This design comes from an exercise in tuning for small area, a short achievable clock period and few clock cycles on the open sky130 flow, not from production work. Function was checked by simulation only, so behaviour that the tests miss may differ from the original. Power figures rest on the tool's default switching activity, not on a simulated workload.

run A:
## ysyx_22050058_top
module ysyx_22050058_top(
    input   wire            clk,
    input   wire            rst,
    output  wire [63:0]     imem_addr,
    input   wire [63:0]     imem_rdata,
    output  wire            dmem_ren,
    output  wire [63:0]     dmem_raddr,
    input   wire [63:0]     dmem_rdata,
    output  wire            dmem_wen,
    output  wire [63:0]     dmem_waddr,
    output  wire [63:0]     dmem_wdata,
    output  wire [7:0]      dmem_wmask,
    output  wire            halt
);
    localparam [47:0] PC_HI = 48'h0000_0000_8000;
    reg  [15:2] pc_q;
    reg         d_valid;
    reg  [31:0] d_ir;
    reg  [15:2] d_pc;
    reg  [15:2] d_alt;       
    reg         d_pred;      
    reg         d_jpred;     
    reg  [31:0] d_rsel1, d_rsel2;    
    reg         d_hint;      
    reg  [3:0]  d_bidx;      
    reg         x_valid;
    reg  [63:0] x_opa, x_opb;      
    reg  [15:2] x_alt;
    reg  [4:0]  x_rd;
    reg         x_wen;
    reg  [3:0]  x_res;
    reg         x_w, x_sub, x_ld, x_st, x_br, x_pred, x_jalr, x_md, x_ebreak, x_sh;
    reg  [2:0]  x_f3;
    reg  [7:0]  x_wmask;
    reg         x_hint;
    reg  [3:0]  x_bidx;
    wire        x_stall;
    wire        x_redirect;
  ...
export LEC_CHECK = 0
export CAP_MARGIN = 10
export CELL_PAD_IN_SITES_DETAIL_PLACEMENT = 1
export CELL_PAD_IN_SITES_GLOBAL_PLACEMENT = 1
export CORE_MARGIN = 2
export CORE_UTILIZATION = 40
export CTS_CLUSTER_DIAMETER = 60
export CTS_CLUSTER_SIZE = 20
export PLACE_DENSITY = 0.6
export SLEW_MARGIN = 10
export SYNTH_HIERARCHICAL = 1
export SYNTH_MINIMUM_KEEP_SIZE = 0
export TNS_END_PERCENT = 0
create_clock -name core_clock -period 15.0 [get_ports {clk}]
standard.sh (not shown) runs the stock make flow with config.mk's settings and CLKGATE_MAP_FILE= SYNTH_SCRIPT=/design/flow/synth_recipe.tcl, a recipe that flattens the netlist after the stock synthesis.
==> flow/flow/run.sh <==
#!/bin/bash
set -euo pipefail
bash standard.sh SETUP_SLACK_MARGIN=12 finish > standard_flow.log 2>&1
No crash in run A: every stage finished, but the layout fails its final checks due to max-capacitance violations, max-slew violations.
Testbench counts of run A, summed over its fixed seeds: cycles 148,123.
For run B, these inputs were changed with respect to run A:
Settings: swapping 10 for 20 in SLEW_MARGIN; swapping 40 for 30 in CORE_UTILIZATION; swapping 0.6 for 0.5 in PLACE_DENSITY; swapping 10 for 20 in CAP_MARGIN.
Findings:
- Sequential cell area in the final layout delta (run B -> run A): insignificant
- Run B did not stop at any stage, and its layout met the timing, design-rule and antenna checks.
- Per the comparison of run B with run A, sequential cell count saw little to no change, global-route wire length before repair saw an increase, total cell area at the placement stage saw an increase, share of total power consumed by net switching saw a decrease, clock buffer count in the final layout saw an increase.
- [run B] post-layout instance area rose about 2% relative to run A
What run C does differently from run B at the input level:
Settings: swapping 30 for 40 in CORE_UTILIZATION; swapping 0.5 for 0.6 in PLACE_DENSITY.
Notes after the runs:
- Measured against run C, the cell count of run B comes out at 1.08 times the reference value.
- Compared run B against run C; number of global-route vias before repair within noise.
- The final reports for run C and run B show total net switching power lower in the former.
- The internal power in run C sits 2.7% below the value recorded for run B.
- Going from run B to run C, non-clock buffer count down 65, first-iteration DRC count +about 16%, number of rows in the core area now smaller, power fell 2.5%.
- Routed wire in run C totals less than in run B.
- Taking run B as the reference, in run C number of antenna-violating nets in the routed design did not really move; maximum clock rate went down.

---

ysyx_22050058_top again, from the RTL that the note above started with.
==> flow/config.mk <==
export PLATFORM = sky130hd
export DESIGN_NAME = ysyx_22050058_top
export DESIGN_NICKNAME = ysyx_22050058_top
export VERILOG_FILES = /design/flow/design.v
export SDC_FILE = /design/flow/constraint.sdc
export NUM_CORES = 8
export LEC_CHECK = 0
export CAP_MARGIN = 20
export CELL_PAD_IN_SITES_DETAIL_PLACEMENT = 0
export CELL_PAD_IN_SITES_GLOBAL_PLACEMENT = 0
export CORE_MARGIN = 2
export CORE_UTILIZATION = 35
export CTS_CLUSTER_DIAMETER = 60
export CTS_CLUSTER_SIZE = 20
export PLACE_DENSITY = 0.55
export SLEW_MARGIN = 20
export SYNTH_HIERARCHICAL = 1
export SYNTH_MINIMUM_KEEP_SIZE = 0
export TNS_END_PERCENT = 0
==> flow/constraint.sdc <==
create_clock -name core_clock -period 15.0 [get_ports {clk}]
set_input_delay 3.0000 -clock core_clock [delete_from_list [all_inputs] [get_ports {clk}]]
set_output_delay 3.0000 -clock core_clock [all_outputs]
set_load 0.01 [all_outputs]
Scripts as last shown in full above: flow/flow/run.sh
The first run finished clean.
Testbench counts at the start, summed over its fixed seeds: cycles 148,123.
Edit:
--- a/flow/config.mk
+++ b/flow/config.mk
@@ -8,4 +8,4 @@
 export CAP_MARGIN = 20
-export CELL_PAD_IN_SITES_DETAIL_PLACEMENT = 0
-export CELL_PAD_IN_SITES_GLOBAL_PLACEMENT = 0
+export CELL_PAD_IN_SITES_DETAIL_PLACEMENT = 1
+export CELL_PAD_IN_SITES_GLOBAL_PLACEMENT = 1
 export CORE_MARGIN = 2
Synthesized area is unchanged.
Utilization went up by 0.23 points.
Total power went up by 2.5%.
Non-clock buffer count went down by 32.
Critical path depth went up by 3.
Final area went up by about 0.6%.

---

Another version of the RTL of ysyx_22050058_top (not shown whole).
For scale: roughly 17000 cells after synthesis, ~400 I/O pins, about 180000 um^2 of cells after synthesis.
clock: 15.0 ns
lec_check: 0
cap_margin: 20
cell_pad_in_sites_detail_placement: 1
cell_pad_in_sites_global_placement: 1
core_margin: 2
core_utilization: 40
place_density: 0.6
slew_margin: 20
synth_hierarchical: 1
synth_minimum_keep_size: 0
tns_end_percent: 0
Scripts as last shown in full above: flow/flow/run.sh
Testbench counts at the start, summed over its fixed seeds: cycles 147,581.
Change:
CTS_CLUSTER_DIAMETER = 60   (was not set)
CTS_CLUSTER_SIZE = 20   (was not set)
Outcome:
- first-iteration DRC count is lower slightly
- worst hold slack gets worse by 0.036 ns
- worst setup slack degrades by 0.12 ns
- core utilization stays flat
- total power is about the same
- final area is about the same
- sequential share of layout area barely changes
- wire length is about the same
- die area stays the same
- synthesized area does not change

[port drivers added, routing unchanged]
How much do the figures lean on ideal ports? The routed layouts below were timed once more, with nothing changed but the port constraints.
Step 1 sets driving cells, clkbuf_16 on the clock port and buf_2 on the other inputs (assumed; they add their load-dependent delay and slew).
Step 2 times the ports against the registers' clock, not the clock port: input delays grow and output delays shrink by t, the midpoint of the rising clock arrivals with the driver on.
Three values: ideal ports, drivers, drivers and shift; two values: the first two.
| run | shift t [ns] | slack for setup (ns) | hold WS [ns] | worst register clock-pin slew, ns | worst data-port slew with drivers (ns) |
|---|---|---|---|---|---|
| run A | 1.095 | 8.273 / 8.273 / 7.591 | 0.424 / 0.424 / 0.424 | 0.08 / 0.08 | 0.10 |
| run B | 1.113 | 8.620 / 8.620 / 7.742 | 0.403 / 0.403 / 0.403 | 0.08 / 0.08 | 0.41 |
| run C | 1.113 | 8.204 / 8.204 / 7.354 | 0.423 / 0.423 / 0.423 | 0.09 / 0.09 | 0.10 |
| the first run of note 2 | 1.127 | 8.413 / 8.413 / 7.636 | 0.421 / 0.421 / 0.421 | 0.09 / 0.09 | 0.47 |
| the second run of note 2 | 1.101 | 8.629 / 8.629 / 7.710 | 0.416 / 0.416 / 0.416 | 0.09 / 0.09 | 0.36 |
| the first run of note 3 | 1.087 | 8.308 / 8.308 / 7.498 | 0.415 / 0.415 / 0.415 | 0.07 / 0.07 | 0.37 |
| the second run of note 3 | 1.111 | 8.190 / 8.190 / 7.473 | 0.380 / 0.380 / 0.380 | 0.09 / 0.09 | 0.36 |
The setup slack of the second run of note 2, which loses most, moves by 0.000 ns with the drivers and by -0.919 ns with both steps.
